What follows belongs to an exercise in optimizing a design on an open flow for small area and a short achievable clock period; a production flow would make more cautious choices. In this exercise RTL edits were held to simulation tests only and were not proved equivalent to the original.

==> inputs of run a <==
==> flow/design.v <==
module cpu (
    input  logic        clk,
    input  logic        a_reset_n,
    output logic [11:0] imem_addr,
    input  logic [31:0] imem_rdata,
    output logic [30:0] dmem_addr,
    output logic        dmem_we,
    output logic [31:0] dmem_wdata,
    input  logic [31:0] dmem_rdata
);
    logic [31:0] ins;
    assign ins = imem_rdata;
    logic [6:0] opc;
    logic [2:0] f3;
    logic [4:0] rd, rs1, rs2;
    assign opc = ins[6:0];
    assign f3  = ins[14:12];
    assign rd  = ins[11:7];
    assign rs1 = ins[19:15];
    assign rs2 = ins[24:20];
    logic is_lui, is_auipc, is_jal, is_jalr, is_br, is_load, is_store, is_opimm, is_op;
    assign is_lui   = (opc == 7'b0110111);
    assign is_auipc = (opc == 7'b0010111);
    assign is_jal   = (opc == 7'b1101111);
    assign is_jalr  = (opc == 7'b1100111);
    assign is_br    = (opc == 7'b1100011);
    assign is_load  = (opc == 7'b0000011);
    assign is_store = (opc == 7'b0100011);
    assign is_opimm = (opc == 7'b0010011);
    assign is_op    = (opc == 7'b0110011);
    logic [31:0] imm_i, imm_s, imm_u;
    logic [11:0] imm_b, imm_j;           
    assign imm_i = {{20{ins[31]}}, ins[31:20]};
    assign imm_s = {{20{ins[31]}}, ins[31:25], ins[11:7]};
    assign imm_u = {ins[31:12], 12'b0};
    assign imm_b = {ins[7],  ins[30:25], ins[11:8], 1'b0};
    assign imm_j = {ins[20], ins[30:21], 1'b0};
    logic [31:0] regs [1:31];
    logic [31:1] valid;
    logic [31:1] wsel;
    logic [31:0] wdata;
    logic        rf_we;
    assign rf_we = ~(is_br | is_store);
    always_comb begin
        for (int k = 1; k < 32; k++)
            wsel[k] = rf_we & (rd == k[4:0]);
    end
    always_ff @(posedge clk, negedge a_reset_n) begin
        if (~a_reset_n) valid <= '0;
        else            valid <= valid | wsel;
    end
    for (genvar k = 1; k < 32; k++) begin : g_reg
        always_ff @(posedge clk) begin
            if (wsel[k]) regs[k] <= wdata;
        end
    end
    logic [31:0] a, b;
    always_comb begin
        a = '0;
        b = '0;
        for (int k = 1; k < 32; k++) begin
            a = a | ({32{valid[k] & (rs1 == k[4:0])}} & regs[k]);
            b = b | ({32{valid[k] & (rs2 == k[4:0])}} & regs[k]);
        end
    end
    logic [11:0] pc, pc_next;
    logic [12:0] pc4;
    logic [11:0] pc_tgt;
    always_ff @(posedge clk, negedge a_reset_n) begin
        if (~a_reset_n) pc <= '0;
        else            pc <= pc_next;
    end
    assign imem_addr = pc;
    assign pc4    = {1'b0, pc} + 13'd4;
    assign pc_tgt = pc + (is_jal ? imm_j : imm_b);
    logic [31:0] asum;
    assign asum = a + (is_store ? imm_s : imm_i);
    assign dmem_addr  = asum[30:0];
    assign dmem_we    = is_store;
    assign dmem_wdata = {f3[1] ? b[31:16] : 16'b0,
                         (f3[1] | f3[0]) ? b[15:8] : 8'b0,
                         b[7:0]};
    logic [31:0] opb;
    assign opb = ins[5] ? b : imm_i;           
    logic        sub;
    assign sub = ~(is_op & (f3 == 3'b000) & ~ins[30]);
    logic [32:0] dsum;
    assign dsum = {1'b0, a} + {1'b0, opb ^ {32{sub}}} + {32'b0, sub};
    logic ltu, lt, eq;
    assign ltu = ~dsum[32];
    assign lt  = (a[31] ^ opb[31]) ? a[31] : dsum[31];
    assign eq  = (a == b);
    logic taken;
    assign taken = f3[2] ? ((f3[0] ? ltu : lt) ^ f3[1]) : (eq ^ f3[0]);
    logic [4:0]  shamt;
    logic [31:0] sh_in, sh_out, sh_rev;
    logic [31:0] sh_ext;
    logic        sh_fill;
    logic        sh_left;
    assign shamt   = ins[5] ? b[4:0] : ins[24:20];
    assign sh_left = ~f3[2];
    for (genvar k = 0; k < 32; k++) begin : g_rev
        assign sh_rev[k] = a[31 - k];
        assign sh_out[k] = sh_left ? sh_ext[31 - k] : sh_ext[k];
    end
    assign sh_in  = sh_left ? sh_rev : a;
    assign sh_fill = ins[30] & ~sh_left & a[31];
    logic [31:0] sh1, sh2, sh4, sh8;
    assign sh1    = shamt[0] ? {{1{sh_fill}},  sh_in[31:1]}  : sh_in;
    assign sh2    = shamt[1] ? {{2{sh_fill}},  sh1[31:2]}    : sh1;
    assign sh4    = shamt[2] ? {{4{sh_fill}},  sh2[31:4]}    : sh2;
    assign sh8    = shamt[3] ? {{8{sh_fill}},  sh4[31:8]}    : sh4;
    assign sh_ext = shamt[4] ? {{16{sh_fill}}, sh8[31:16]}   : sh8;
    logic [31:0] alu;
    always_comb begin
        case (f3)
            3'b000:  alu = is_opimm ? asum : dsum[31:0];
            3'b001:  alu = sh_out;
            3'b010:  alu = {31'b0, lt};
            3'b011:  alu = {31'b0, ltu};
            3'b100:  alu = a ^ opb;
            3'b101:  alu = sh_out;
            3'b110:  alu = a | opb;
            default: alu = a & opb;
        endcase
    end
    logic [31:0] ld;
    always_comb begin
        case (f3[1:0])
            2'b00:   ld = {{24{~f3[2] & dmem_rdata[7]}},  dmem_rdata[7:0]};
            2'b01:   ld = {{16{~f3[2] & dmem_rdata[15]}}, dmem_rdata[15:0]};
            default: ld = dmem_rdata;
        endcase
    end
    always_comb begin
        if (is_load)                wdata = ld;
        else if (is_lui)            wdata = imm_u;
        else if (is_auipc)          wdata = {ins[31:12], pc};
        else if (is_jal | is_jalr)  wdata = {19'b0, pc4};
        else                        wdata = alu;
    end
    always_comb begin
        if (is_jalr)                          pc_next = {asum[11:1], 1'b0};
        else if (is_jal | (is_br & taken))    pc_next = pc_tgt;
        else                                  pc_next = pc4[11:0];
    end
endmodule
==> flow/run.sh <==
#!/bin/bash
# synth_recipe.tcl (not shown) runs the flow's synth.tcl, then flattens the netlist and writes it again
# the make line also repeats each setting of config.mk as NAME=value (left out here)
make -C /OpenROAD-flow-scripts/flow DESIGN_CONFIG=/design/flow/config.mk WORK_HOME=/design/flow/orfs CLKGATE_MAP_FILE= SYNTH_SCRIPT=/design/flow/synth_recipe.tcl finish
==> flow/config.mk <==
export PLATFORM = sky130hd
export DESIGN_NAME = cpu
export DESIGN_NICKNAME = cpu
export VERILOG_FILES = /design/flow/design.v
export SDC_FILE = /design/flow/constraint.sdc
export NUM_CORES = 4
export LEC_CHECK = 0
export CAP_MARGIN = 20
export CORE_MARGIN = 2
export CORE_UTILIZATION = 25
export SLEW_MARGIN = 20
==> flow/constraint.sdc <==
create_clock -name core_clock -period 14.0 [get_ports {clk}]
set_input_delay 2.8000 -clock core_clock [delete_from_list [all_inputs] [get_ports {clk}]]
set_output_delay 2.8000 -clock core_clock [all_outputs]
set_load 0.01 [all_outputs]
==> inputs of run b, as changes to run a <==
--- a/flow/design.v
+++ b/flow/design.v
@@ -1,2 +1,52 @@
+module rf_dec (
+    input  logic [4:0]  rs,
+    input  logic [31:1] valid,
+    output logic [31:1] sel
+);
+    always_comb
+        for (int k = 1; k < 32; k++) sel[k] = valid[k] & (rs == k[4:0]);
+endmodule
+module rf_ao3n (
+    input  logic [2:0] s,
+    input  logic [2:0] d,
+    output logic       y
+);
+    assign y = ~((s[0] & d[0]) | (s[1] & d[1]) | (s[2] & d[2]));
+endmodule
+module rf_mux (
+    input  logic [31:1] sel,
+    input  logic [31:1] d,
+    output logic        y
+);
+    logic [10:0] t;
+    for (genvar g = 0; g < 10; g++) begin : g_ao
+        rf_ao3n u (.s(sel[3*g+3:3*g+1]), .d(d[3*g+3:3*g+1]), .y(t[g]));
+    end
+    assign t[10] = ~(sel[31] & d[31]);
+    assign y = ~&t;
+endmodule
+module add_ks #(parameter N = 32) (
+    input  logic [N-1:0] x,
+    input  logic [N-1:0] y,
+    output logic [N-1:0] s
+);
+    localparam L = 5;    
+    logic [N-1:0] g [0:L];
+    logic [N-1:0] p [0:L];
+    assign g[0] = x & y;
+    assign p[0] = x ^ y;
+    for (genvar l = 0; l < L; l++) begin : g_lvl
+        for (genvar i = 0; i < N; i++) begin : g_bit
+            if (i >= (1 << l)) begin : g_op
+                assign g[l+1][i] = g[l][i] | (p[l][i] & g[l][i - (1 << l)]);
+                assign p[l+1][i] = p[l][i] & p[l][i - (1 << l)];
+            end else begin : g_pass
+                assign g[l+1][i] = g[l][i];
+                assign p[l+1][i] = p[l][i];
+            end
+        end
+    end
+    assign s = p[0] ^ {g[L][N-2:0], 1'b0};
+endmodule
 module cpu (
     input  logic        clk,
@@ -56,11 +106,14 @@
     end
     logic [31:0] a, b;
-    always_comb begin
-        a = '0;
-        b = '0;
-        for (int k = 1; k < 32; k++) begin
-            a = a | ({32{valid[k] & (rs1 == k[4:0])}} & regs[k]);
-            b = b | ({32{valid[k] & (rs2 == k[4:0])}} & regs[k]);
+    logic [31:1] sel_a, sel_b;
+    rf_dec dec_a (.rs(rs1), .valid(valid), .sel(sel_a));
+    rf_dec dec_b (.rs(rs2), .valid(valid), .sel(sel_b));
+    for (genvar i = 0; i < 32; i++) begin : g_bit
+        logic [31:1] col;
+        for (genvar k = 1; k < 32; k++) begin : g_col
+            assign col[k] = regs[k][i];
         end
+        rf_mux mux_a (.sel(sel_a), .d(col), .y(a[i]));
+        rf_mux mux_b (.sel(sel_b), .d(col), .y(b[i]));
     end
     logic [11:0] pc, pc_next;
@@ -75,5 +128,5 @@
     assign pc_tgt = pc + (is_jal ? imm_j : imm_b);
     logic [31:0] asum;
-    assign asum = a + (is_store ? imm_s : imm_i);
+    add_ks #(.N(32)) addr_add (.x(a), .y(is_store ? imm_s : imm_i), .s(asum));
     assign dmem_addr  = asum[30:0];
     assign dmem_we    = is_store;
Settings changed: CORE_UTILIZATION 25 to 45, SETUP_SLACK_MARGIN set to 5, SYNTH_HIERARCHICAL set to 1, SYNTH_MINIMUM_KEEP_SIZE set to 0.
==> results.ini <==
[layout]
multi_input_comb_cells = 2601
post-route-util_pct = 56.37

[logic_synthesis]
synth.most_common_cell = edfxtp_1

[route]
wl_met3_um = 41530
viasPerCell = 7.774
finalWirelength_um = 252600
met1Wirelength_um = 81600
routedWlPerCell_um = 42.25

[sta]
fmax_ghz = 0.1006
tightest_slew_ns = 1.427
post-route-min-period_ns = 9.940

[place]
hpwl_um = 144100

[worst_setup_path]
path_depth = 18

[power_and_ir_drop]
swShare_pct = 33.16
p_leak_uw = 0.02264

[grt]
antenna_found_initial = 17
grt_max_degree = 60

[run_status]
status = timing/DRC/antenna clean

(the above is from run b)
==> results.ini <==
[route]
viasPerCell = 6.819
route.met2.wl_um = 178300
met1Wirelength_um = 159400
routedWlPerCell_um = 47.89
wl_met3_um = 68190

[sta]
post-route-min-period_ns = 13.32
tightest_slew_ns = 1.389
fmax_ghz = 0.07506
setup_viol = 0

[logic_synthesis]
synth_cells = 5858
synth_fa_ha_area_share_pct = 3.027

[run_status]
status = timing/DRC/antenna clean

[grt]
grt_max_degree = 46
antenna_found_initial = 47

[layout]
post-route-util_pct = 30.25
multi_input_comb_cells = 4234

[power_and_ir_drop]
swShare_pct = 38.68
vdd_drop_max_v = 0.0001147
p_leak_uw = 0.02474

[place]
hpwl_um = 308100

(the above is from run a)

[re-timing with driven ports]
No port has a modelled driver above. Below, the same layouts with a new extraction and two added sets of constraints. Step 1 sets driving cells, clkbuf_16 on the clock port and buf_2 on the other inputs (assumed; they add their load-dependent delay and slew). Step 2 times the ports against the registers' clock, not the clock port: input delays grow and output delays shrink by t, the midpoint of the rising clock arrivals with the driver on. a / b / c = ideal / step 1 / step 2; a / b = the first two.
| run | t, ns | setup slack, ns | hold WS [ns] | clock arrival spread, ns | slew at the worst register clock pin (ns) |
|---|---|---|---|---|---|
| run a | 0.904 | 0.677 / 0.654 / 0.654 | 0.476 / 0.476 / 0.476 | 0.116 / 0.117 | 0.07 / 0.07 |
| run b | 0.781 | 4.060 / 3.867 / 3.867 | 0.516 / 0.516 / 0.516 | 0.056 / 0.056 | 0.07 / 0.07 |
After both steps setup and hold are still met in every run listed. For run b, which loses most, drivers alone change the setup slack by -0.193 ns; drivers and shift together by -0.193 ns.
